Context: an optimization exercise on an open-source flow, tuned for small area and a short achievable clock period. The choices shown serve that exercise and are no tape-out recipe. RTL that was checked went through simulation tests only; none was proved equivalent to the original. Power and IR drop assume default switching activity.

==> flow/design.v (excerpt) <==
module reservation_station #(
    parameter RS_SIZE = 8,
    parameter PR_BITS = 6,
    parameter ROB_SIZE = 16,
    parameter ROB_BITS = $clog2(ROB_SIZE)
)(
    input  logic clk,
    input  logic rst,
    input  logic                  dispatch_en,
    input  logic [PR_BITS-1:0]    src1,
    input  logic [PR_BITS-1:0]    src2,
    input  logic [PR_BITS-1:0]    dst,
    input  logic                  src1_ready,
    input  logic                  src2_ready,
    input  logic                  use_imm,
    input  logic [31:0]           imm,
    input  logic [ROB_BITS-1:0]   alloc_rob_idx,
    input  logic                  dispatch_is_branch,
    input  logic [31:0]           dispatch_pc,
    input logic [1:0] dispatch_br_type,
    input  logic                  wb_valid,
    input  logic [PR_BITS-1:0]    wb_phys,
    input  logic                  issue_grant,
    output logic [1:0] issue_br_type,
    output logic                  issue_valid,
    output logic [PR_BITS-1:0]    issue_src1,
    output logic [PR_BITS-1:0]    issue_src2,
    output logic [PR_BITS-1:0]    issue_dst,
    output logic                  issue_use_imm,
    output logic [31:0]           issue_imm,
    output logic                  issue_is_branch,
  ...
Size: roughly 800 flip-flops, about 29,000 um2 of cells after synthesis.
==> module reservation_station, before the edit <==
module reservation_station #(
    parameter RS_SIZE = 8,
    parameter PR_BITS = 6,
    parameter ROB_SIZE = 16,
    parameter ROB_BITS = $clog2(ROB_SIZE)
)(
    input  logic clk,
    input  logic rst,
    input  logic                  dispatch_en,
    input  logic [PR_BITS-1:0]    src1,
    input  logic [PR_BITS-1:0]    src2,
    input  logic [PR_BITS-1:0]    dst,
    input  logic                  src1_ready,
    input  logic                  src2_ready,
    input  logic                  use_imm,
    input  logic [31:0]           imm,
    input  logic [ROB_BITS-1:0]   alloc_rob_idx,
    input  logic                  dispatch_is_branch,
    input  logic [31:0]           dispatch_pc,
    input logic [1:0] dispatch_br_type,
    input  logic                  wb_valid,
    input  logic [PR_BITS-1:0]    wb_phys,
    input  logic                  issue_grant,
    output logic [1:0] issue_br_type,
    output logic                  issue_valid,
    output logic [PR_BITS-1:0]    issue_src1,
    output logic [PR_BITS-1:0]    issue_src2,
    output logic [PR_BITS-1:0]    issue_dst,
    output logic                  issue_use_imm,
    output logic [31:0]           issue_imm,
    output logic                  issue_is_branch,
    output logic [31:0]           issue_pc,
    output logic [ROB_BITS-1:0]   issue_rob_idx,
    output logic [$clog2(RS_SIZE)-1:0] issue_idx,
    output logic                  rs_full
);
    localparam int W = 3*PR_BITS + 1 + 32 + ROB_BITS + 1 + 32 + 2;
    localparam int NSEL = 6;
    logic [W-1:0] din;
    assign din = {src1, src2, dst, use_imm, imm, alloc_rob_idx,
                  dispatch_is_branch, dispatch_pc, dispatch_br_type};
    logic [RS_SIZE-1:0] rs_valid;
    logic [RS_SIZE-1:0] rs_rdy1;    
    logic [RS_SIZE-1:0] rs_rdy2;
    logic [W-1:0]       rs_data [RS_SIZE];
    logic [RS_SIZE-1:0] sel_q [NSEL];
    logic [RS_SIZE-1:0] sel;
    assign sel = sel_q[0];
    logic       valid_q, full_q;
    logic [2:0] idx_q;
    always_ff @(posedge clk) begin
        for (int i = 0; i < RS_SIZE; i++)
            if (!rs_valid[i])
                rs_data[i] <= din;
    end
    logic [RS_SIZE-1:0] free_oh, free_below;
    always_comb begin
        logic all_lower;
        all_lower = 1'b1;
        for (int i = 0; i < RS_SIZE; i++) begin
            free_oh[i]    = !rs_valid[i] && all_lower;
            free_below[i] = !all_lower;
            all_lower     = all_lower && rs_valid[i];
        end
    end
    logic disp_ok, rdy1_in, rdy2_in, disp_rdy;
    assign disp_ok  = dispatch_en && (dst != '0);
    assign rdy1_in  = src1_ready || (src1 == '0);
    assign rdy2_in  = src2_ready || (src2 == '0);
    assign disp_rdy = disp_ok && rdy1_in && rdy2_in;
    logic [RS_SIZE-1:0] keep, ok1, ok2, valid_n, rdy1_n, rdy2_n;
    always_comb begin
        for (int i = 0; i < RS_SIZE; i++) begin
            ok1[i]     = rs_rdy1[i] || (wb_valid && rs_data[i][W-1 -: PR_BITS] == wb_phys);
            ok2[i]     = rs_rdy2[i] || (wb_valid && rs_data[i][W-1-PR_BITS -: PR_BITS] == wb_phys);
            keep[i]    = rs_valid[i] && !(issue_grant && sel[i]);
            valid_n[i] = keep[i] || (disp_ok && free_oh[i]);
            rdy1_n[i]  = rs_valid[i] ? ok1[i] : rdy1_in;
            rdy2_n[i]  = rs_valid[i] ? ok2[i] : rdy2_in;
        end
    end
    function automatic logic lower_below(input logic [RS_SIZE-1:0] v, input int n);
        lower_below = 1'b0;
        for (int j = 0; j < RS_SIZE; j++)
            if (j < n) lower_below = lower_below || v[j];
    endfunction
    logic [RS_SIZE-1:0] sel_n [NSEL];
    logic [RS_SIZE-1:0] r0, prio_n, prio_d;
    always_comb begin
        logic [RS_SIZE-1:0] r, rd, pn, pd;
        logic lower_n, lower_d;
        for (int k = 0; k < NSEL; k++) begin
            for (int i = 0; i < RS_SIZE; i++) begin
                case (k % 3)
                    0:       r[i] = (keep[i] && ok1[i]) && ok2[i];
                    1:       r[i] = keep[i] && (ok1[i] && ok2[i]);
                    default: r[i] = (keep[i] && ok2[i]) && ok1[i];
                endcase
                rd[i] = r[i] || free_oh[i];
            end
            lower_n = 1'b0;
            lower_d = 1'b0;
            for (int i = 0; i < RS_SIZE; i++) begin
                pn[i] = r[i] && !lower_n;
                pd[i] = rd[i] && !lower_d;
                lower_n = lower_n || r[i];
                lower_d = lower_d || rd[i];
            end
            if (k < 3)
                sel_n[k] = disp_rdy ? pd : pn;
            else
                for (int i = 0; i < RS_SIZE; i++)
                    sel_n[k][i] = (pn[i] && !(disp_rdy && free_below[i])) ||
                                  (disp_rdy && free_oh[i] && (pn[i] || !lower_below(r, i)));
            if (k == 0) begin
                r0     = r;
                prio_n = pn;
                prio_d = pd;
            end
        end
    end
    logic       valid_nq;
    logic [2:0] idx_nq;
    always_comb begin
        logic [2:0] en, ed;
        en = '0;
        ed = '0;
        for (int i = 0; i < RS_SIZE; i++) begin
            en = en | ({3{prio_n[i]}} & 3'(i));
            ed = ed | ({3{prio_d[i]}} & 3'(i));
        end
        valid_nq = disp_rdy ? ((|r0) || !(&rs_valid)) : (|r0);
        idx_nq   = disp_rdy ? ed : en;
    end
    always_ff @(posedge clk or posedge rst) begin
        if (rst) begin
            rs_valid <= '0;
            for (int k = 0; k < NSEL; k++) sel_q[k] <= '0;
            valid_q  <= 1'b0;
            idx_q    <= '0;
            full_q   <= 1'b0;
        end else begin
            rs_valid <= valid_n;
            for (int k = 0; k < NSEL; k++) sel_q[k] <= sel_n[k];
            valid_q  <= valid_nq;
            idx_q    <= idx_nq;
            full_q   <= &valid_n;
        end
    end
    always_ff @(posedge clk) begin
        rs_rdy1 <= rdy1_n;
        rs_rdy2 <= rdy2_n;
    end
    logic [W-1:0] dout;
    always_comb begin
        dout = '0;
        for (int i = 0; i < RS_SIZE; i++)
            for (int b = 0; b < W; b++)
                dout[b] = dout[b] | (sel_q[b % NSEL][i] & rs_data[i][b]);
    end
    assign {issue_src1, issue_src2, issue_dst, issue_use_imm, issue_imm, issue_rob_idx,
            issue_is_branch, issue_pc, issue_br_type} = dout;
    assign issue_valid = valid_q;
    assign issue_idx   = idx_q;
    assign rs_full     = full_q;
endmodule
==> flow/config.mk <==
export PLATFORM = sky130hd
export DESIGN_NAME = reservation_station
export DESIGN_NICKNAME = reservation_station
export VERILOG_FILES = /design/flow/design.v
export SDC_FILE = /design/flow/constraint.sdc
export NUM_CORES = 4
export LEC_CHECK = 0
export CAP_MARGIN = 20
export CORE_MARGIN = 2
export CORE_UTILIZATION = 65
export PLACE_DENSITY = 0.75
export SETUP_SLACK_MARGIN = 2.3
export SLEW_MARGIN = 20
export TNS_END_PERCENT = 5
==> flow/constraint.sdc <==
create_clock -name core_clock -period 4.5 [get_ports {clk}]
set_input_delay 0.9000 -clock core_clock [delete_from_list [all_inputs] [get_ports {clk}]]
set_output_delay 0.9000 -clock core_clock [all_outputs]
set_load 0.01 [all_outputs]
standard.sh (not shown) runs the stock make flow with config.mk's settings and CLKGATE_MAP_FILE= SYNTH_SCRIPT=/design/flow/synth_recipe.tcl, a recipe that flattens the netlist after the stock synthesis.
==> flow/flow/run.sh <==
#!/bin/bash
# Standard ORFS layout, with plain buffers on the ports instead of the
# delay-cell buffers that buffer_ports picks by default.
set -euo pipefail
EXTRA=()
[[ -f flow/extra.mk ]] && while IFS= read -r l; do [[ -n "$l" ]] && EXTRA+=("$l"); done < flow/extra.mk
bash standard.sh "BUFFER_PORTS_ARGS=-buffer_cell sky130_fd_sc_hd__buf_1" "${EXTRA[@]}" finish > flow_standard.log 2>&1
==> flow/flow/extra.mk <==
CTS_ARGS=-sink_clustering_enable -repair_clock_nets -dont_use_dummy_load -sink_clustering_size 24 -sink_clustering_max_diameter 80
Change:
--- a/flow/design.v
+++ b/flow/design.v
@@ -79,58 +79,28 @@
             rdy2_n[i]  = rs_valid[i] ? ok2[i] : rdy2_in;
         end
     end
-    function automatic logic lower_below(input logic [RS_SIZE-1:0] v, input int n);
-        lower_below = 1'b0;
-        for (int j = 0; j < RS_SIZE; j++)
-            if (j < n) lower_below = lower_below || v[j];
-    endfunction
     logic [RS_SIZE-1:0] sel_n [NSEL];
-    logic [RS_SIZE-1:0] r0, prio_n, prio_d;
     always_comb begin
-        logic [RS_SIZE-1:0] r, rd, pn, pd;
-        logic lower_n, lower_d;
+        logic [RS_SIZE-1:0] r;
+        logic lower;
         for (int k = 0; k < NSEL; k++) begin
-            for (int i = 0; i < RS_SIZE; i++) begin
+            for (int i = 0; i < RS_SIZE; i++)
                 case (k % 3)
                     0:       r[i] = (keep[i] && ok1[i]) && ok2[i];
                     1:       r[i] = keep[i] && (ok1[i] && ok2[i]);
                     default: r[i] = (keep[i] && ok2[i]) && ok1[i];
                 endcase
-                rd[i] = r[i] || free_oh[i];
-            end
-            lower_n = 1'b0;
-            lower_d = 1'b0;
+            lower = 1'b0;
             for (int i = 0; i < RS_SIZE; i++) begin
-                pn[i] = r[i] && !lower_n;
-                pd[i] = rd[i] && !lower_d;
-                lower_n = lower_n || r[i];
-                lower_d = lower_d || rd[i];
-            end
-            if (k < 3)
-                sel_n[k] = disp_rdy ? pd : pn;
-            else
-                for (int i = 0; i < RS_SIZE; i++)
-                    sel_n[k][i] = (pn[i] && !(disp_rdy && free_below[i])) ||
-                                  (disp_rdy && free_oh[i] && (pn[i] || !lower_below(r, i)));
-            if (k == 0) begin
-                r0     = r;
-                prio_n = pn;
-                prio_d = pd;
+                if (k < 3)
+                    sel_n[k][i] = (r[i] && !lower && !(disp_rdy && free_below[i])) ||
+                                  (disp_rdy && free_oh[i] && !lower);
+                else
+                    sel_n[k][i] = !lower && ((r[i] && !(disp_rdy && free_below[i])) ||
+                                             (disp_rdy && free_oh[i]));
+                lower = lower || r[i];
             end
         end
-    end
-    logic       valid_nq;
-    logic [2:0] idx_nq;
-    always_comb begin
-        logic [2:0] en, ed;
-        en = '0;
-        ed = '0;
-        for (int i = 0; i < RS_SIZE; i++) begin
-            en = en | ({3{prio_n[i]}} & 3'(i));
-            ed = ed | ({3{prio_d[i]}} & 3'(i));
-        end
-        valid_nq = disp_rdy ? ((|r0) || !(&rs_valid)) : (|r0);
-        idx_nq   = disp_rdy ? ed : en;
     end
     always_ff @(posedge clk or posedge rst) begin
         if (rst) begin
@@ -142,8 +112,10 @@
         end else begin
             rs_valid <= valid_n;
             for (int k = 0; k < NSEL; k++) sel_q[k] <= sel_n[k];
-            valid_q  <= valid_nq;
-            idx_q    <= idx_nq;
+            valid_q  <= |sel_n[0];
+            idx_q    <= {sel_n[0][4] | sel_n[0][5] | sel_n[0][6] | sel_n[0][7],
+                         sel_n[0][2] | sel_n[0][3] | sel_n[0][6] | sel_n[0][7],
+                         sel_n[0][1] | sel_n[0][3] | sel_n[0][5] | sel_n[0][7]};
             full_q   <= &valid_n;
         end
     end
After rerunning:
- setup slack improves by 0.020 ns
- total power shrinks by a few percent
- maximum frequency grows slightly
- worst hold slack degrades by 0.076 ns
- utilization shrinks by 2.0 points
- register-to-register slack improves by 0.20 ns
- sequential cell count shrinks by 3
- sequential power is about the same
- non-clock buffer count shrinks by 37
- count of clock-buffer cells in the layout shrinks by 1
- cell area shrinks by a few percent
- via count shrinks by a few percent
Function not checked in the first run of this note: the RTL went through the layout flow alone.

==> afterwards: timing with drivers on the ports <==
The results above use ideal ports. As a check the final layouts listed here were re-extracted and re-timed, cells and wires unchanged. Step 1 sets driving cells, clkbuf_16 on the clock port and buf_2 on the other inputs (assumed; they add their load-dependent delay and slew). Step 2 adds t to the input delays and takes it off the output delays; t is the mean of the earliest and latest rising clock arrival at the registers after step 1. Input paths then give back, and output paths get back, about the clock's delay inside the block. a / b / c = ideal ports / drivers / drivers and shift; a / b = the first two.
run	t (ns)	slack for setup (ns)	hold WS [ns]	worst setup path after step 2	worst data-port slew with drivers (ns)
the first run	0.637	1.747 / 1.686 / 1.153	0.522 / 0.490 / 0.522	input to register	0.11
the second run	0.634	1.767 / 1.707 / 1.244	0.446 / 0.408 / 0.517	input to register	0.09
After both steps setup and hold are still met in every run listed. The setup slack of the first run, which loses most, moves by -0.061 ns with the drivers and by -0.594 ns with both steps.
